Background: an optimization exercise with open tools, aiming at small area, a short achievable clock period and few clock cycles. Do not read the settings as production practice.
Function was checked by simulation only, so behaviour that the tests miss may differ from the original.

## flow/design.v (module list and top-level ports; edited modules follow where they fit)
// module lr_sq: 947 lines
// module lr_mxy: 1603 lines
// module lr_q1: 267 lines
// module lr_q2: 347 lines
// module lr_dstage: 192 lines
// module lr_tm: 75 lines
// module lr_ta: 127 lines
// module lr_add28: 116 lines
// module lr_add20: 84 lines
// module lr_add10: 44 lines
// module lr_add9: 40 lines
// module lr_add8: 36 lines
// module LinearRegressor: 142 lines
// module lr_tstep: 16 lines
// module lr_b0: 14 lines
module LinearRegressor(input clk, rst, start, input [19:0] x_in, y_in, output [7:0] addr, output [19:0] Vect_E, output err_valid, output ready);
  // ...
==> flow/flow/run.sh <==
#!/bin/bash
# Layout flow: the standard synthesis; then, on its netlist, two rounds of
#   flow/invopt.py  - choose the polarity of each full adder (and inverting or plain form of
#                     some gates) so that as few inverters as possible are needed
#   flow/resyn.py   - map the logic gates (half adders included) again with an
#                     area-oriented ABC script
#                     (map -a in the first round, amap in the second)
# (flip-flops, full adders, tie cells and ports keep their cells and names); then
# the standard layout from that netlist, with the port buffers of flow/ports.env.
# Each tool's output goes to its own log in this folder.
set -euo pipefail
R=orfs/results/${FLOW_PLATFORM}/LinearRegressor/base
PD=${FLOW_HOME}/platforms/${FLOW_PLATFORM}
LIB=${PD}/lib/sky130_fd_sc_hd__tt_025C_1v80.lib
DONT_USE=$(sed -n '/^export DONT_USE_CELLS/,/^$/p' "${PD}/config.mk" | grep -oE 'sky130_fd_sc_hd__[A-Za-z0-9_]+' | tr '\n' ' ')
bash standard.sh synth > synth.log 2>&1
mkdir -p netopt
cp "$R/1_2_yosys.v" netopt/0_std.v
python3 flow/invopt.py netopt/0_std.v netopt/1_inv.v 3000000 > invopt1.log 2>&1
python3 flow/resyn.py netopt/1_inv.v netopt/2_resyn.v netopt/w2 "$LIB" map $DONT_USE > resyn1.log 2>&1
python3 flow/invopt.py netopt/2_resyn.v netopt/3_inv.v 3000000 > invopt2.log 2>&1
python3 flow/resyn.py netopt/3_inv.v netopt/4_resyn.v netopt/w4 "$LIB" amap $DONT_USE > resyn2.log 2>&1
cp netopt/4_resyn.v "$R/1_2_yosys.v"
if [[ -f flow/ports.env ]]; then source flow/ports.env; fi
bash standard.sh > layout.log 2>&1
==> flow/flow/invopt.py <==
#!/usr/bin/env python3
"""Inverter clean-up on the synthesized netlist.

Yosys maps full adders onto fixed fa cells after ABC has chosen signal polarities, so the
netlist carries many inverters between adders.  This pass removes every inverter and puts
back as few as it can, choosing for each full adder whether it works on inverted signals
(FA(~a,~b,~c) = (~s,~co)) and for some gates whether to use their inverting or
non-inverting form (nand2 <-> and2, ...).  Flip-flops, ports and all other cells are kept
as they are, with the same names.
usage: invopt.py in.v out.v [annealing moves]"""
import re, sys, collections

src = open(sys.argv[1]).read()
m = re.search(r'module\s+(\w+)\s*\((.*?)\);(.*)endmodule', src, re.S)
mod_name, portlist, body = m.group(1), m.group(2), m.group(3)
item_re = re.compile(r'(\s*(?:input|output|wire|inout)\b[^;]*;)|(\s*(sky130_fd_sc_hd__\w+)\s+(\\\S+|\S+)\s*\((.*?)\);)', re.S)
pin_re = re.compile(r'\.(\w+)\(\s*(\\\S+\s|[^()\s]+)\s*\)')
# "assign port = {nets};" aliases (left by a resynthesis): rename the nets to the port bits
alias = {}
def bits_of(expr):
    expr = expr.strip()
    if expr.startswith('{'):
        out = []
        for part in re.findall(r'\\\S+\s|[^\s{},]+', expr[1:-1]):
            out.extend(bits_of(part))
        return out
    m2 = re.match(r'(\S+)\[(\d+):(\d+)\]$', expr)
    if m2:
        a, b = int(m2.group(2)), int(m2.group(3))
        return [f"{m2.group(1)}[{i}]" for i in (range(a, b - 1, -1) if a >= b else range(a, b + 1))]
    return [expr]
for am in re.finditer(r'\s*assign\s+(.*?)\s*=\s*(.*?);', body, re.S):
    lhs, rhs = bits_of(am.group(1)), bits_of(am.group(2))
    assert len(lhs) == len(rhs), am.group(0)
    for l, r in zip(lhs, rhs): alias[r] = l
body = re.sub(r'\s*assign\s+.*?;', '', body, flags=re.S)
decls, cells = [], []
for im in item_re.finditer(body):
    if im.group(1):
        decls.append(im.group(1).strip())
    else:
        cells.append([im.group(3), im.group(4), {p: alias.get(n.strip(), n.strip()) for p, n in pin_re.findall(im.group(5))}])
assert item_re.sub('', body).strip() == ''

ports = set()
for d in decls:
    dm = re.match(r'(input|output|inout)\s*(\[(\d+):(\d+)\])?\s*(\S+)\s*;', d)
    if dm:
        if dm.group(2):
            a, b = int(dm.group(3)), int(dm.group(4))
            ports.update(f"{dm.group(5)}[{i}]" for i in range(min(a, b), max(a, b) + 1))
        else:
            ports.add(dm.group(5))

P = "sky130_fd_sc_hd__"
import zlib
PFX = "iv%05d_" % (zlib.crc32(src.encode()) % 100000)
INV_AREA = 3.7536
# inverting form (output Y) <-> non-inverting form (output X), with areas
SIB = {}
for a, b, aa, ba in [
        ('nand2_1', 'and2_1', 3.7536, 6.256), ('nor2_1', 'or2_1', 3.7536, 6.256),
        ('nand3_1', 'and3_1', 5.0048, 6.256), ('nor3_1', 'or3_1', 5.0048, 6.256),
        ('nand4_1', 'and4_1', 6.256, 8.7584), ('nor4_1', 'or4_1', 6.256, 7.5072),
        ('a21oi_1', 'a21o_1', 5.0048, 7.5072), ('o21ai_0', 'o21a_1', 5.0048, 7.5072),
        ('o21ai_1', 'o21a_1', 5.0048, 7.5072), ('a22oi_1', 'a22o_1', 7.5072, 8.7584),
        ('o22ai_1', 'o22a_1', 6.256, 8.7584), ('a211oi_1', 'a211o_1', 7.5072, 8.7584),
        ('o211ai_1', 'o211a_1', 7.5072, 10.0096), ('a31oi_1', 'a31o_1', 6.256, 8.7584),
        ('o31ai_1', 'o31a_1', 7.5072, 8.7584), ('nand2b_1', 'and2b_1', 6.256, 7.5072),
        ('nor2b_1', 'or2b_1', 6.256, 7.5072), ('a32oi_1', 'a32o_1', 8.7584, 10.0096),
        ('o32ai_1', 'o32a_1', 8.7584, 10.0096), ('a221oi_1', 'a221o_1', 8.7584, 10.0096),
        ('o221ai_1', 'o221a_1', 8.7584, 11.2608), ('a2bb2oi_1', 'a2bb2o_1', 8.7584, 10.0096),
        ('o2bb2ai_1', 'o2bb2a_1', 8.7584, 10.0096), ('a21boi_0', 'a21bo_1', 7.5072, 10.0096),
        ('o21bai_1', 'o21ba_1', 7.5072, 10.0096), ('a311oi_1', 'a311o_1', 8.7584, 10.0096),
        ('o311ai_0', 'o311a_1', 8.7584, 10.0096), ('a41oi_1', 'a41o_1', 8.7584, 10.0096),
        ('o41ai_1', 'o41a_1', 8.7584, 11.2608), ('nand3b_1', 'and3b_1', 7.5072, 8.7584),
        ('nor3b_1', 'or3b_1', 7.5072, 8.7584)]:
    SIB[P + a] = (P + b, 'Y', 'X', ba - aa)
    SIB[P + b] = (P + a, 'X', 'Y', aa - ba)
SIB[P + 'xor2_1'] = (P + 'xnor2_1', 'X', 'Y', 0.0)
SIB[P + 'xnor2_1'] = (P + 'xor2_1', 'Y', 'X', 0.0)

OUT = {'X', 'Y', 'Q', 'Q_N', 'COUT', 'SUM', 'HI', 'LO'}
def is_inv(t): return re.match(P + r'(inv|clkinv|clkinvlp)_\d+$', t) is not None
def is_fa(t): return t == P + 'fa_1'

drv = {}
for ci, (t, n, p) in enumerate(cells):
    for pin, net in p.items():
        if pin in OUT: drv[net] = ci

def root(net):
    par = 0
    while net in drv and is_inv(cells[drv[net]][0]):
        net = cells[drv[net]][2]['A']; par ^= 1
    return net, par

keep_inv = {ci for ci, c in enumerate(cells) if is_inv(c[0]) and c[2]['Y'] in ports}
cons = collections.defaultdict(list)   # root -> [(ci, pin, parity)]
for ci, (t, n, p) in enumerate(cells):
    if is_inv(t) and ci not in keep_inv: continue
    for pin, net in p.items():
        if pin in OUT: continue
        r, par = root(net)
        cons[r].append((ci, pin, par))

var = {}          # ci -> 0/1  (FA flip, or gate swap)
frozen = set()
for ci, (t, n, p) in enumerate(cells):
    if is_fa(t) or (t in SIB and ci not in keep_inv):
        var[ci] = 0
        if any(net in ports for pin, net in p.items() if pin in OUT): frozen.add(ci)
def avail(r):
    d = drv.get(r)
    return var.get(d, 0) if d is not None else 0
def need(r):
    a = avail(r)
    for ci, pin, par in cons[r]:
        f = var[ci] if is_fa(cells[ci][0]) else 0
        if par ^ f != a: return 1
    return 0
def affected(ci):
    t, n, p = cells[ci]
    rs = {net for pin, net in p.items() if pin in OUT}
    if is_fa(t): rs |= {root(p[x])[0] for x in ('A', 'B', 'CIN')}
    return rs
def local_cost(ci, rs):
    c = sum(need(r) for r in rs) * INV_AREA
    if cells[ci][0] in SIB and var[ci]: c += SIB[cells[ci][0]][3]
    return c
import random, math
rng = random.Random(1)
order = [ci for ci in var if ci not in frozen]
aff = {ci: affected(ci) for ci in order}
def total():
    return sum(need(r) for r in cons) * INV_AREA + sum(SIB[cells[ci][0]][3] for ci in var if var[ci] and cells[ci][0] in SIB)
def delta(ci):
    rs = aff[ci]
    before = local_cost(ci, rs)
    var[ci] ^= 1
    after = local_cost(ci, rs)
    var[ci] ^= 1
    return after - before
def descend():
    for it in range(100):
        improved = False
        rng.shuffle(order)
        for ci in order:
            if delta(ci) < -1e-9: var[ci] ^= 1; improved = True
        if not improved: break
descend()
moves = int(sys.argv[3]) if len(sys.argv) > 3 else 300000
cur = total(); best = dict(var); bestc = cur
T0, T1 = 3.0, 0.1
n = len(order)
for k in range(moves):
    T = T0 * (T1 / T0) ** (k / moves)
    ci = order[rng.randrange(n)]
    d = delta(ci)
    if d <= 0 or rng.random() < math.exp(-d / T):
        var[ci] ^= 1; cur += d
        if cur < bestc - 1e-9 and (k & 255) == 0 or cur < bestc - 3:
            bestc = cur; best = dict(var)
var.update(best)
descend()
# rebuild
newcells, newwires, invnet = [], [], {}
def phys(r, want):
    if want == avail(r): return r
    if r not in invnet:
        nm = f"_{PFX}{len(invnet)}_"
        invnet[r] = nm
        newwires.append(nm)
        newcells.append([P + 'inv_1', nm + 'i', {'A': r, 'Y': nm}])
    return invnet[r]
nflip = nswap = 0
for ci, (t, n, p) in enumerate(cells):
    if is_inv(t) and ci not in keep_inv: continue
    f = var.get(ci, 0)
    q = {}
    for pin, net in p.items():
        if pin in OUT: q[pin] = net
        else:
            r, par = root(net)
            q[pin] = phys(r, par ^ (f if is_fa(t) else 0))
    if f and t in SIB:
        nt, o_old, o_new, _ = SIB[t]
        q[o_new] = q.pop(o_old); t = nt; nswap += 1
    elif f: nflip += 1
    newcells.append([t, n, q])
def fmt(x): return x + ' ' if x.startswith('\\') else x
out = [f"/* inverters re-chosen by invopt.py */", f"module {mod_name}({portlist});"]
out += ["  " + d for d in decls] + [f"  wire {w};" for w in newwires]
for t, n, p in newcells:
    out.append(f"  {t} {fmt(n)} (" + ", ".join(f".{k}({fmt(v)})" for k, v in p.items()) + ");")
out.append("endmodule")
open(sys.argv[2], 'w').write("\n".join(out) + "\n")
ninv = sum(1 for c in cells if is_inv(c[0]))
print(f"invopt: inverters {ninv} -> {len(invnet) + len(keep_inv)}; "
      f"full adders flipped {nflip}, gates swapped {nswap}", file=sys.stderr)
==> flow/flow/ports.env <==
export BUFFER_PORTS_ARGS="-buffer_cell sky130_fd_sc_hd__buf_2"
==> flow/flow/resyn.py <==
#!/usr/bin/env python3
"""Re-maps the logic gates of a synthesized netlist with an area-oriented ABC script.
Flip-flops, full adders, tie cells and ports stay as they are (same cells, same instance
names); the other gates, half adders included, are turned back into logic and mapped again.
usage: resyn.py in.v out.v workdir liberty script dont_use_cells...
script: "map" (strash; dc2; dch; map -a) or "amap" (the same with amap, twice)"""
import os, re, subprocess, sys

src, dst, work, lib, mode = sys.argv[1:6]
dont_use = sys.argv[6:]
os.makedirs(work, exist_ok=True)
yosys = os.environ.get("YOSYS_EXE") or "yosys"

def run(script, log):
    path = os.path.join(work, log + ".ys")
    open(path, "w").write(script)
    with open(os.path.join(work, log + ".log"), "w") as f:
        subprocess.run([yosys, "-q", "-s", path], stdout=f, stderr=subprocess.STDOUT, check=True)

# functional models of every library cell
models = os.path.join(work, "cells.v")
run(f"read_liberty -ignore_miss_func {lib}\nproc\nopt_clean\nwrite_verilog -noattr {models}\n", "models")
text = open(models).read()
keep = re.compile(r"sky130_fd_sc_hd__(fa_|conb|df|edf|sdf|dl|lpflow|probe|tap|fill|decap|diode|ebuf|einv)")
comb, bb = [], []
for full, name, ports, body in re.findall(r"(module (sky130_fd_sc_hd__\w+)\((.*?)\);(.*?)endmodule)", text, re.S):
    if keep.match(name) or "reg " in body or "always" in body:
        decl = "\n".join(l for l in body.split("\n") if re.match(r"\s*(input|output)\b", l))
        bb.append(f"(* blackbox *)\nmodule {name}({ports});\n{decl}\nendmodule\n")
    else:
        comb.append(full)
open(os.path.join(work, "bb.v"), "w").write("\n".join(bb))
open(os.path.join(work, "comb.v"), "w").write("\n".join(comb))
scripts = {"map": "strash\ndc2\ndch -f\nmap -a\ntopo\n",
           "amap": "strash\ndc2\ndch -f\namap\nstrash\ndch -f\namap\ntopo\n"}
open(os.path.join(work, "area.abc"), "w").write(scripts[mode])
du = " ".join(f"-dont_use {c}" for c in dont_use)
top = re.search(r"module\s+(\w+)", open(src).read()).group(1)
run(f"""read_verilog -lib {work}/bb.v
read_verilog {work}/comb.v
read_verilog {src}
hierarchy -top {top}
flatten
rename -hide w:*.*
opt_clean -purge
techmap
opt -fast
abc -liberty {lib} {du} -script {work}/area.abc
opt_clean -purge
stat -liberty {lib}
write_verilog -noattr {dst}
""", "resyn")
==> flow/standard.sh <==
#!/bin/bash
# synth_recipe.tcl (not shown) runs the flow's synth.tcl, then flattens the netlist and writes it again
# the make line also repeats each setting of config.mk as NAME=value (left out here)
make -C /OpenROAD-flow-scripts/flow DESIGN_CONFIG=/design/flow/config.mk WORK_HOME=/design/flow/orfs CLKGATE_MAP_FILE= SYNTH_SCRIPT=/design/flow/synth_recipe.tcl "${@:-finish}"
==> flow/config.mk <==
export PLATFORM = sky130hd
export DESIGN_NAME = LinearRegressor
export DESIGN_NICKNAME = LinearRegressor
export VERILOG_FILES = /design/flow/design.v
export SDC_FILE = /design/flow/constraint.sdc
export NUM_CORES = 8
export LEC_CHECK = 0
export ABC_AREA = 1
export CAP_MARGIN = 20
export CORE_MARGIN = 2
export CORE_UTILIZATION = 55
export CTS_BUF_LIST = sky130_fd_sc_hd__clkbuf_8
export CTS_CLUSTER_DIAMETER = 100
export CTS_CLUSTER_SIZE = 12
export PLACE_DENSITY = 0.7
export SLEW_MARGIN = 20
==> flow/constraint.sdc <==
create_clock -name core_clock -period 360.0 [get_ports {clk}]
set_input_delay 72.0000 -clock core_clock [delete_from_list [all_inputs] [get_ports {clk}]]
set_output_delay 72.0000 -clock core_clock [all_outputs]
set_load 0.01 [all_outputs]
==> summary.txt, run 1 <==
Status
  – Status: no timing/DRC/antenna violations

Finish
  – Clock buffer cells: 36
  – Total number of sequential cells: 335
  – Final Instance Area: 0.0400 mm2
  – N_diodes: 3

Timing
  – RSZ-0062 raised after global routing: false
  – Final worst slack: 286,410 ps
  – Final setup fails: 0

Die
  – Top Ports: 73
  – N_taps: 873

CTS
  – Hold_buf cts: 0
  – Clk buf depth: 3
  – H-tree lvl count: 2
  – Skew-Pair Late Insertion Delay: 680 ps

Critical path
  – Crit-path max cell delay: 680 ps
  – Delay-heaviest family, CP: flip-flops
  – Sum of buffers and inverters on the critical path: 1
  – Levels on crit path: 1
  – CP Max Fanout: 15

Route
  – M1 wire length: 47,500 um

Global route
  – GR Overflow Total: 0
  – Met1 usage: 50.0%
  – Busiest grt layer: met2

Worst hold path
  – Hold Crit Endpoint: SXY[43]$_DFF_P_
  – Hold Crit Class: flip-flop to flip-flop

Placed design
  – Input/output buffers: 72
  – Cells after DPL: 4,998
Testbench counts, summed over its fixed seeds: cycles 27,427.
==> run 2, diff against run 1 <==
--- a/flow/config.mk
+++ b/flow/config.mk
@@ -10,7 +10,6 @@
 export CORE_MARGIN = 2
-export CORE_UTILIZATION = 55
-export CTS_BUF_LIST = sky130_fd_sc_hd__clkbuf_8
-export CTS_CLUSTER_DIAMETER = 100
-export CTS_CLUSTER_SIZE = 12
-export PLACE_DENSITY = 0.7
+export CORE_UTILIZATION = 65
+export CTS_CLUSTER_DIAMETER = 150
+export CTS_CLUSTER_SIZE = 16
+export PLACE_DENSITY = 0.8
 export SLEW_MARGIN = 20
==> run 2 against run 1 <==
  * Setup slack better by 36 ps
  * Synthesized cell count stayed put
  * Via count is 1.6% higher
  * Cell count is 2.6% lower
  * Largest cell class unchanged
  * Clock skew is 17 ps lower
==> summary.txt, run 2 <==
Status
  – Status: no timing/DRC/antenna violations (unchanged)

CTS
  – Clock root cell: clkbuf_16 (was clkbuf_8)
  – Skew-Pair Late Insertion Delay: 620 ps (was 680 ps)
  – # clock sinks: 335 (unchanged)
  – H-tree lvl count: 1 (was 2)
  – Setup Buffers After CTS: 0 (unchanged)
  – Hold_buf cts: 0 (unchanged)
  – Cts repair resizes: 0 (unchanged)
  – Clk buf depth: 3 (unchanged)
  – TritonCTS clock tree: done (unchanged)
  – Worst-path clk slew: 80 ps (was 90 ps)
  – CTS Buf Count: 24 (was 34)

Timing
  – Worst rel slew slack: 18.5% (was 19.7%)
  – Final setup fails: 0 (unchanged)
  – Slew @ Worst Pin: 1220 ps (was 1200 ps)
  – Max Clk Rate: 13.6 MHz (about the same)
  – Final Max Slew Viols: 0 (unchanged)
  – Period minus WS final: 73,560 ps (was 73,590 ps)
  – Crit share post-route: 20.4% (about the same)
  – RSZ-0062 raised after global routing: false (unchanged)
  – WHS: 461 ps (was 462 ps)
  – Final Skew: 34.9 ps (was 52.2 ps)
  – Final worst slack: 286,450 ps (was 286,410 ps)
  – Count of final hold-check violations: 0 (unchanged)
  – Sum Neg Setup Slack: 0 ps (unchanged)

Critical path
  – Crit-path max cell delay: 710 ps (was 680 ps)
  – Worst Path Class, Setup: flip-flop to output pin (unchanged)
  – CP Max Fanout: 15 (unchanged)
  – Delay-heaviest family, CP: flip-flops (unchanged)
  – CP endpoint kind: output pin (unchanged)
  – Critical path launch point: cnt[0]$_DFF_PP0_ (unchanged)
  – CP startpoint kind: flip-flop (unchanged)
  – CP required: 288,000 ps (about the same)
  – Slowest cell on the critical path: dfrtp_1 (unchanged)
  – Sum of buffers and inverters on the critical path: 1 (unchanged)
  – Critical-path cell list: buf_2 (unchanged)
  – Worst R2R Start: cnt[0]$_DFF_PP0_ (unchanged)
  – Worst Path Arrival: 1560 ps (was 1590 ps)

Route
  – Vias post-DR: 32,800 (was 32,300)
  – First-pass DRT Iterations: 8 (was 6)
  – # DRC: 0 (unchanged)
  – Final ANT Viol Nets: 0 (unchanged)
  – Avg WL per Cell: 24.6 um (was 24.3 um)
  – Total routed wirelength: 121,000 um (was 123,000 um)
  – Starting DRT DRC Count: 4,028 (was 3,880)
  – Vias per cell: 6.65 (was 6.37)

Placed design
  – Gpl congestion: 1.00 (was 0.962)
  – Final HPWL DP: 87,500 um (was 89,300 um)
  – Setup WS pre-CTS: 287,130 ps (was 287,170 ps)
  – Input/output buffers: 72 (unchanged)

Die
  – FP Rows: 87 (was 95)
  – Top Ports: 73 (unchanged)
  – Core Region: 0.0564 mm2 (was 0.0669 mm2)
  – Die width: 243 um (was 263 um)
  – Chip Height: 243 um (was 263 um)
  – Starting Density: 65.6% (was 55.3%)
  – DIE AREA: 0.0589 mm2 (was 0.0694 mm2)

Logic synthesis
  – Post-synthesis cell count: 3,953 (unchanged)
  – Ys Warns: 1 (unchanged)
  – Mapped Nets: 4,745 (unchanged)
  – Synthesized area: 0.0370 mm2 (unchanged)
  – Avg Inst Size Synth: 9.36 um2 (unchanged)

Finish
  – Fraction of layout cells with a size suffix above 1: 5.37% (was 5.66%)
  – N_diodes: 0 (was 3)
  – Multi-input logic area: 0.0275 mm2 (about the same)
  – Nets: 4,947 (was 4,953)
  – FF+latch area: 0.00810 mm2 (unchanged)
  – Synthesis-to-finish area growth: 7.82% (was 8.03%)
  – Fin util: 70.8% (was 59.7%)
  – Most common cell after layout, fill and taps aside: fa_1 (unchanged)
  – # fillers: 4,424 (was 5,869)
  – Most frequent cells in the layout: 749 x fa_1, 640 x nand2_1, 543 x nor2_1 (was 749 x fa_1, 640 x nand2_1, 542 x nor2_1)

Job
  – Max-cap violations: 0 (unchanged)

Worst hold path
  – Hold Crit Class: flip-flop to flip-flop (unchanged)
  – Min-delay src: SXY[42]$_DFF_P_ (was SXY[41]$_DFF_P_)

Global route
  – Largest net degree at the start of global routing: 80 (unchanged)
  – GR Overflow Total: 0 (unchanged)
  – Vias in the first global route: 33,200 (was 32,700)
  – First-pass GRT wire length: 190,000 um (was 193,000 um)
  – All-layer global routing usage: 42.3% (was 36.6%)
  – Initial antenna violation count: 3 (was 4)
[run 2: final timing paths]
kind	slack, ps	cells past startpoint	endpoint
worst max-delay path	286450	1	addr[0]
worst min-delay path	460	2	SXY[44]$_DFF_P_
worst max register to register	304250	159	SXY[20]$_DFF_P_
worst min register to register	460	2	SXY[44]$_DFF_P_
max in group asynchronous	288340	2	p_idle$_DFF_PP1_
min in group asynchronous	71350	2	p_joint$_DFF_PP0_
[run 2: routing by layer]
layer / vias to the layer above / track usage, % / share of wire (%)
li1: 14100 / - / -
met3: 529 / 12.8 / 14
met4: 4 / 23.6 / 7.1
met2: 2370 / 62.2 / 43
met1: 15700 / 56.6 / 36
met5: - / 0 / 0.021
[run 2: cell type report]
class                      instances  share of cell area [%]
clock buffer                      43                    1.68
sequential                       335                    20.3
timing repair buffer             176                    2.86
inverter                         395                    3.72
multi-input combinational       3223                    69.0
clock inverter                     1                  0.0753
tap                              756                    2.37
[run 2: worst reg2reg max path: cells and delay by family (launching register included)]
kind	cells	cell delay, ps
simple gates	19	3540
compound gates	10	2430
buf+inv	15	2480
fa+ha+maj	115	46500
flops	1	710
[run 2: per-stage QoR]
step | instance area [um2] | std cells
floorplan | 37000 | 3953
global placement | 39200 | 4885
detailed placement | 39200 | 4885
CTS | 39900 | 4929
global route | 39900 | 4929
finish | 39900 | 4929
==> run 3, diff against run 2 <==
--- a/flow/config.mk
+++ b/flow/config.mk
@@ -10,6 +10,6 @@
 export CORE_MARGIN = 2
-export CORE_UTILIZATION = 65
+export CORE_UTILIZATION = 55
 export CTS_CLUSTER_DIAMETER = 150
 export CTS_CLUSTER_SIZE = 16
-export PLACE_DENSITY = 0.8
+export PLACE_DENSITY = 0.7
 export SLEW_MARGIN = 20
==> run 3 against run 2 <==
  * Synthesized area unchanged
  * Setup slack improved by 68 ps
  * Via count shrank 1.9%
  * Count of clock-buffer cells in the layout is 1 higher
  * Non-clock buffer count shrank 3
  * Die area rose by 18%
  * Utilization is 11 points lower
  * First-iteration DRC count down 8.8%
  * Synthesized cell count stayed put
  * Final area grew 0.39%
  * Hold slack got worse by 0.75 ps
  * Critical path type unchanged
==> summary.txt, run 3 <==
Status
  – Status: no timing/DRC/antenna violations (unchanged)

Finish
  – # fillers: 5,857 (was 4,424)
  – Final Instance Area: 0.0401 mm2 (was 0.0399 mm2)
  – Fraction of layout cells with a size suffix above 1: 5.32% (was 5.37%)
  – Most common cell after layout, fill and taps aside: fa_1 (unchanged)
  – Synthesis-to-finish area growth: 8.25% (was 7.82%)
  – Nets: 4,944 (was 4,947)
  – Most frequent cells in the layout: 749 x fa_1, 640 x nand2_1, 542 x nor2_1 (was 749 x fa_1, 640 x nand2_1, 543 x nor2_1)

Route
  – Avg WL per Cell: 24.4 um (was 24.6 um)
  – Total routed wirelength: 123,000 um (was 121,000 um)
  – Vias per cell: 6.38 (was 6.65)
  – Starting DRT DRC Count: 3,673 (was 4,028)
  – Vias post-DR: 32,200 (was 32,800)
  – Final ANT Viol Nets: 0 (unchanged)
  – # DRC: 0 (unchanged)
  – First-pass DRT Iterations: 6 (was 8)

CTS
  – Setup Buffers After CTS: 0 (unchanged)
  – Skew-Pair Late Insertion Delay: 590 ps (was 620 ps)
  – Cts repair resizes: 0 (unchanged)
  – Worst-path clk slew: 80 ps (about the same)
  – Clk buf depth: 3 (unchanged)
  – Clock root cell: clkbuf_16 (unchanged)
  – Hold_buf cts: 0 (unchanged)
  – # clock sinks: 335 (unchanged)
  – TritonCTS clock tree: done (unchanged)
  – H-tree lvl count: 1 (unchanged)
  – CTS Buf Count: 24 (unchanged)

Die
  – Starting Density: 55.3% (was 65.6%)
  – Die width: 263 um (was 243 um)
  – FP Rows: 95 (was 87)
  – DIE AREA: 0.0694 mm2 (was 0.0589 mm2)
  – Top Ports: 73 (unchanged)
  – Chip Height: 263 um (was 243 um)
  – Core Region: 0.0669 mm2 (was 0.0564 mm2)

Timing
  – Final setup fails: 0 (unchanged)
  – Crit share post-route: 20.4% (about the same)
  – Max Clk Rate: 13.6 MHz (about the same)
  – Period minus WS final: 73,490 ps (was 73,560 ps)
  – Final Skew: 25.7 ps (was 34.9 ps)
  – Slew @ Worst Pin: 1170 ps (was 1220 ps)
  – Final Max Slew Viols: 0 (unchanged)
  – Sum Neg Setup Slack: 0 ps (unchanged)
  – RSZ-0062 raised after global routing: false (unchanged)
  – Worst rel slew slack: 21.7% (was 18.5%)
  – Count of final hold-check violations: 0 (unchanged)

Placed design
  – Input/output buffers: 72 (unchanged)
  – Final HPWL DP: 89,300 um (was 87,500 um)
  – Post-DP Area: 0.0393 mm2 (was 0.0392 mm2)
  – Gpl congestion: 0.962 (was 1.00)

Critical path
  – R2r setup slk: 304,180 ps (was 304,250 ps)
  – CP startpoint kind: flip-flop (unchanged)
  – Critical-path cell list: buf_2 (unchanged)
  – Crit-path max cell delay: 670 ps (was 710 ps)
  – CP required: 288,000 ps (about the same)
  – Delay-heaviest family, CP: flip-flops (unchanged)
  – CP endpoint kind: output pin (unchanged)
  – CP Max Fanout: 15 (unchanged)
  – Sum of buffers and inverters on the critical path: 1 (unchanged)
  – Slowest cell on the critical path: dfrtp_1 (unchanged)
  – Worst Path Arrival: 1490 ps (was 1560 ps)
  – Worst Path Class, Setup: flip-flop to output pin (unchanged)

Global route
  – All-layer global routing usage: 36.5% (was 42.3%)
  – First-pass GRT wire length: 193,000 um (was 190,000 um)
  – Largest net degree at the start of global routing: 80 (unchanged)
  – GR Overflow Total: 0 (unchanged)
  – Initial antenna violation count: 2 (was 3)
  – Vias in the first global route: 32,700 (was 33,200)

Logic synthesis
  – Avg Inst Size Synth: 9.36 um2 (unchanged)
  – Synthesized area: 0.0370 mm2 (unchanged)
  – Post-synthesis cell count: 3,953 (unchanged)
  – Mapped Nets: 4,745 (unchanged)
  – Ys Warns: 1 (unchanged)

Worst hold path
  – Hold Crit Class: flip-flop to flip-flop (unchanged)

Job
  – Max-cap violations: 0 (unchanged)
run 3: layer usage:
| layer | vias up | global-route usage [%] | wire length (um) |
|---|---|---|---|
| met3 | 373 | 7.93 | 14300 |
| met2 | 1934 | 55.1 | 54300 |
| met1 | 15700 | 50.3 | 47700 |
| li1 | 14200 | - | - |
| met5 | - | 0 | 13 |
| met4 | 2 | 18.1 | 6910 |
run 3: layout make-up:
| type | count | area (um2) | area share (%) |
|---|---|---|---|
| antenna | 1 | 2.50 | 0.00625 |
| multi-input combinational | 3223 | 27500 | 68.7 |
| clock buffer | 44 | 697 | 1.74 |
| inverter | 395 | 1480 | 3.70 |
| sequential | 335 | 8100 | 20.2 |
| tap | 873 | 1090 | 2.73 |
| timing repair buffer | 173 | 1150 | 2.87 |
run 3: path summary, 6_finish.rpt:
path | from | depth (start not counted) | endpoint
min in group asynchronous | rst | 2 | cnt[6]$_DFF_PP0_
max | cnt[0]$_DFF_PP0_ | 1 | addr[0]
max in group asynchronous | rst | 2 | p_idle$_DFF_PP1_
min reg2reg | SXY[42]$_DFF_P_ | 2 | SXY[44]$_DFF_P_
max reg2reg | cnt[0]$_DFF_PP0_ | 160 | SXY[20]$_DFF_P_
min | SXY[42]$_DFF_P_ | 2 | SXY[44]$_DFF_P_
run 3: worst min-delay path, cell delays in order (launching register included):
cell and delay, ps:
dfxtp_1 330, nand2_1 40, o21ai_0 60
run 3: stage by stage:
stage	hold WS [ps]	std cells	setup WS [ps]	util, %
floorplan	426	3953	287430	-
global placement	442	4998	287200	58.8
detailed placement	446	4998	287170	58.8
CTS	462	5042	286540	59.8
global route	489	5043	286500	59.9
finish	460	5044	286510	59.9
==> run 4, diff against run 3 <==
--- a/flow/flow/run.sh
+++ b/flow/flow/run.sh
@@ -8,2 +8,4 @@
 # (flip-flops, full adders, tie cells and ports keep their cells and names); then
+# flow/outbuf.py gives each flip-flop that drives an output port a buffer for its other
+# loads (GPL_TIMING_DRIVEN 0 keeps global placement from removing these buffers); then
 # the standard layout from that netlist, with the port buffers of flow/ports.env.
@@ -22,3 +24,4 @@
 python3 flow/resyn.py netopt/3_inv.v netopt/4_resyn.v netopt/w4 "$LIB" amap $DONT_USE > resyn2.log 2>&1
-cp netopt/4_resyn.v "$R/1_2_yosys.v"
+python3 flow/outbuf.py netopt/4_resyn.v netopt/5_outbuf.v > outbuf.log 2>&1
+cp netopt/5_outbuf.v "$R/1_2_yosys.v"
 if [[ -f flow/ports.env ]]; then source flow/ports.env; fi
==> flow/flow/outbuf.py (new file) <==
#!/usr/bin/env python3
"""Gives each flip-flop that drives an output port (directly or through one inverter) a
buffer for its other loads, so that the flip-flop output only drives the port path.
usage: outbuf.py in.v out.v [buffer cell]"""
import re, sys, collections

src = open(sys.argv[1]).read()
buf = sys.argv[3] if len(sys.argv) > 3 else "sky130_fd_sc_hd__buf_2"
m = re.search(r'module\s+(\w+)\s*\((.*?)\);(.*)endmodule', src, re.S)
name, portlist, body = m.group(1), m.group(2), m.group(3)
item_re = re.compile(r'(\s*(?:input|output|wire|inout)\b[^;]*;)|(\s*(sky130_fd_sc_hd__\w+)\s+(\\\S+|\S+)\s*\((.*?)\);)', re.S)
pin_re = re.compile(r'\.(\w+)\(\s*(\\\S+\s|[^()\s]+)\s*\)')
decls, cells = [], []
for im in item_re.finditer(body):
    if im.group(1): decls.append(im.group(1).strip())
    else: cells.append([im.group(3), im.group(4), {p: n.strip() for p, n in pin_re.findall(im.group(5))}])
assert item_re.sub('', body).strip() == '', "unexpected netlist content"
outs = set()
for d in decls:
    dm = re.match(r'output\s*(\[(\d+):(\d+)\])?\s*(\S+)\s*;', d)
    if dm:
        if dm.group(1):
            a, b = int(dm.group(2)), int(dm.group(3))
            outs.update(f"{dm.group(4)}[{i}]" for i in range(min(a, b), max(a, b) + 1))
        else: outs.add(dm.group(4))
OUT = {'X', 'Y', 'Q', 'Q_N', 'COUT', 'SUM', 'HI', 'LO'}
drv, loads = {}, collections.defaultdict(list)
for ci, (t, n, p) in enumerate(cells):
    for pin, net in p.items():
        if pin in OUT: drv[net] = ci
        else: loads[net].append((ci, pin))
def is_ff(t): return re.match(r'sky130_fd_sc_hd__(df|edf)', t) is not None
def is_inv(t): return re.match(r'sky130_fd_sc_hd__(inv|clkinv)_\d+$', t) is not None
new = []
for o in sorted(outs):
    keep_load = None
    net = o
    if net in drv and is_inv(cells[drv[net]][0]):
        keep_load = (drv[net], 'A')
        net = cells[drv[net]][2]['A']
    if net not in drv or not is_ff(cells[drv[net]][0]): continue
    others = [l for l in loads[net] if l != keep_load]
    if not others or (net == o and False): continue
    if net == o:
        pass   # the flip-flop drives the port net itself; its other loads move to the buffer
    iso = f"_obuf{len(new)}_"
    for ci, pin in others: cells[ci][2][pin] = iso
    new.append((iso, net))
def fmt(x): return x + ' ' if x.startswith('\\') else x
out = [f"module {name}({portlist});"] + ["  " + d for d in decls]
out += [f"  wire {iso};" for iso, _ in new]
for t, n, p in cells:
    out.append(f"  {t} {fmt(n)} (" + ", ".join(f".{k}({fmt(v)})" for k, v in p.items()) + ");")
for iso, net in new:
    out.append(f"  {buf} {iso}b (.A({fmt(net)}), .X({iso}));")
out.append("endmodule")
open(sys.argv[2], "w").write("\n".join(out) + "\n")
print(f"outbuf: {len(new)} buffers", file=sys.stderr)
--- a/flow/config.mk
+++ b/flow/config.mk
@@ -13,2 +13,3 @@
 export CTS_CLUSTER_SIZE = 16
+export GPL_TIMING_DRIVEN = 0
 export PLACE_DENSITY = 0.7
==> run 4 against run 3 <==
  * Final area up 1.3%
  * Non-clock buffer count down 20
  * Global-route usage decreased by 0.82 points
  * Critical path type unchanged
==> summary.txt, run 4 <==
Status
  – Status: no timing/DRC/antenna violations (unchanged)

Finish
  – Nets: 4,924 (was 4,944)
  – Final Instance Area: 0.0406 mm2 (was 0.0401 mm2)
  – Fin cells: 5,023 (was 5,044)
  – # fillers: 5,847 (was 5,857)
  – Most frequent cells in the layout: 749 x fa_1, 639 x nand2_1, 539 x nor2_1 (was 749 x fa_1, 640 x nand2_1, 542 x nor2_1)
  – Fraction of layout cells with a size suffix above 1: 6.27% (was 5.32%)
  – Synthesis-to-finish area growth: 9.37% (was 8.25%)
  – FF+latch area: 0.00812 mm2 (was 0.00810 mm2)
  – Most common cell after layout, fill and taps aside: fa_1 (unchanged)
  – N_diodes: 0 (was 1)
  – Multi-input logic area: 0.0277 mm2 (was 0.0275 mm2)

Timing
  – Period minus WS final: 73,440 ps (was 73,490 ps)
  – Count of final hold-check violations: 0 (unchanged)
  – Final Max Slew Viols: 0 (unchanged)
  – Slew @ Worst Pin: 1260 ps (was 1170 ps)
  – Max Clk Rate: 13.6 MHz (about the same)
  – Final setup fails: 0 (unchanged)
  – Final Skew: 32.4 ps (was 25.7 ps)
  – Crit share post-route: 20.4% (about the same)
  – Sum Neg Setup Slack: 0 ps (unchanged)
  – Final worst slack: 286,570 ps (was 286,510 ps)
  – Worst rel slew slack: 15.9% (was 21.7%)
  – RSZ-0062 raised after global routing: false (unchanged)

Job
  – Max-cap violations: 0 (unchanged)

Critical path
  – CP required: 288,000 ps (about the same)
  – R2r setup slk: 302,910 ps (was 304,180 ps)
  – CP startpoint kind: flip-flop (unchanged)
  – Worst Path Class, Setup: flip-flop to output pin (unchanged)
  – Cells on worst reg2reg path: 164 (was 160)
  – Worst R2R Start: cnt[0]$_DFF_PP0_ (unchanged)
  – R2r endpoint: SXY[20]$_DFF_P_ (unchanged)
  – Worst Path Arrival: 1430 ps (was 1490 ps)
  – CP Max Fanout: 4 (was 15)
  – CP endpoint kind: output pin (unchanged)

Die
  – Chip Height: 264 um (was 263 um)
  – FP Rows: 95 (unchanged)
  – Starting Density: 55.4% (was 55.3%)
  – Top Ports: 73 (unchanged)
  – DIE AREA: 0.0696 mm2 (was 0.0694 mm2)
  – Die width: 264 um (was 263 um)
  – Core Region: 0.0670 mm2 (was 0.0669 mm2)

CTS
  – # clock sinks: 335 (unchanged)
  – Hold_buf cts: 0 (unchanged)
  – Clock root cell: clkbuf_16 (unchanged)
  – Setup Buffers After CTS: 0 (unchanged)
  – TritonCTS clock tree: done (unchanged)
  – Cts repair resizes: 0 (unchanged)
  – Worst-path clk slew: 100 ps (was 80 ps)
  – Skew-Pair Late Insertion Delay: 600 ps (was 590 ps)
  – CTS Buf Count: 24 (unchanged)
  – H-tree lvl count: 1 (unchanged)
  – Clk buf depth: 3 (unchanged)

Logic synthesis
  – Avg Inst Size Synth: 9.34 um2 (was 9.36 um2)
  – Ys Warns: 1 (unchanged)
  – Synthesized area: 0.0371 mm2 (was 0.0370 mm2)
  – Post-synthesis cell count: 3,973 (was 3,953)
  – Mapped Nets: 4,765 (was 4,745)

Route
  – Starting DRT DRC Count: 3,913 (was 3,673)
  – Total routed wirelength: 121,000 um (was 123,000 um)
  – First-pass DRT Iterations: 6 (unchanged)
  – Avg WL per Cell: 24.1 um (was 24.4 um)
  – Final ANT Viol Nets: 0 (unchanged)
  – # DRC: 0 (unchanged)
  – Vias post-DR: 32,000 (was 32,200)
  – Vias per cell: 6.38 (about the same)

Global route
  – Vias in the first global route: 32,600 (was 32,700)
  – Largest net degree at the start of global routing: 79 (was 80)
  – GR Overflow Total: 0 (unchanged)
  – All-layer global routing usage: 35.7% (was 36.5%)
  – Initial antenna violation count: 0 (was 2)
  – First-pass GRT wire length: 191,000 um (was 193,000 um)

Worst hold path
  – Hold Crit Class: flip-flop to flip-flop (unchanged)
  – Hold path cells: 2 (unchanged)
  – Hold Crit Endpoint: QN[35]$_DFF_P_ (was SXY[44]$_DFF_P_)
  – Min-delay src: QN[33]$_DFF_P_ (was SXY[42]$_DFF_P_)

Placed design
  – Input/output buffers: 72 (unchanged)
  – Final HPWL DP: 89,200 um (was 89,300 um)
  – Setup WS pre-CTS: 287,240 ps (was 287,170 ps)
  – Cells after DPL: 4,974 (was 4,998)
  – Post-DP Area: 0.0398 mm2 (was 0.0393 mm2)
  – Gpl congestion: 0.930 (was 0.962)
-- run 4: cell types whose count changed in the layout (fill, tap and decap cells not counted), moves of 9 or more --
cell	previous run	this run
buf_6	0	15
buf_8	0	15
clkinv_1	389	369
buf_2	72	94
dfxtp_2	0	9
o21ai_1	10	0
buf_4	99	7
o21ai_2	0	10
buf_16	1	15
clkinv_2	0	20
dfxtp_1	189	180
-- run 4: worst max-delay path, cell delays in order, from the launching register on --
cell	delay (ps)
dfxtp_1	340
clkinv_1	250
buf_2	240
-- run 4: per-stage QoR --
stage                     hold slack [ps]  util [%]
after CTS                             461      60.4
after detailed placement              444      59.3
final                                 458      60.5
after global placement                440      57.5
after floorplan                       426         -
after global routing                  490      60.5
-- run 4: final cells by class --
class | instances | share of cell area, %
clock buffer | 43 | 1.66
tap | 873 | 2.69
timing repair buffer | 133 | 3.38
inverter | 395 | 3.75
clock inverter | 1 | 0.0401
buffer | 20 | 0.247
sequential | 335 | 20.0
multi-input combinational | 3223 | 68.2
-- run 4: routing by layer --
layer  wire length, um  share of wire, %  vias up  track usage [%]
li1                  -                 -    14100                -
met1             48000                40    15700             50.3
met2             52500                43     1902             53.2
met3             13800                11      312             7.41
met4              6670               5.5        0             17.0
met5                 0                 0        -                0
-- run 4: how the worst max path moves through the flow --
stage / start / end / slack [ps] / depth (start not counted)
after floorplan: p_idle$_DFF_PP1_ / ready / 287470 / 0
after CTS: SXY[23]$_DFF_P_ / Vect_E[13] / 286580 / 2
after global placement: x_in[17] / xr[17]$_DFFE_PP_ / 287140 / 3
final: SXY[23]$_DFF_P_ / Vect_E[13] / 286570 / 2
after global routing: SXY[13]$_DFF_P_ / Vect_E[3] / 286540 / 2
after detailed placement: SXY[23]$_DFF_P_ / Vect_E[13] / 287240 / 2

afterwards: timing with drivers on the ports:
Ports are ideal in the flow. The routed layouts listed here were re-timed in OpenROAD. Step 1 sets driving cells, clkbuf_16 on the clock port and buf_2 on the other inputs (assumed; they add their load-dependent delay and slew). Step 2 also shifts input and output timing later by t, the mid clock arrival at the registers, as if the neighbouring blocks saw the same clock. a / b / c = ideal ports / drivers / drivers and shift; a / b = the first two.
run	shift t [ns]	setup slack, ns	pins driven straight from the clock port
run 1	0.722	286.409 / 286.344 / 287.066	1
run 2	0.667	286.445 / 286.378 / 287.046	1
run 3	0.639	286.513 / 286.448 / 287.088	1
run 4	0.657	286.565 / 286.495 / 287.151	1
After both steps every run listed still meets setup and hold.
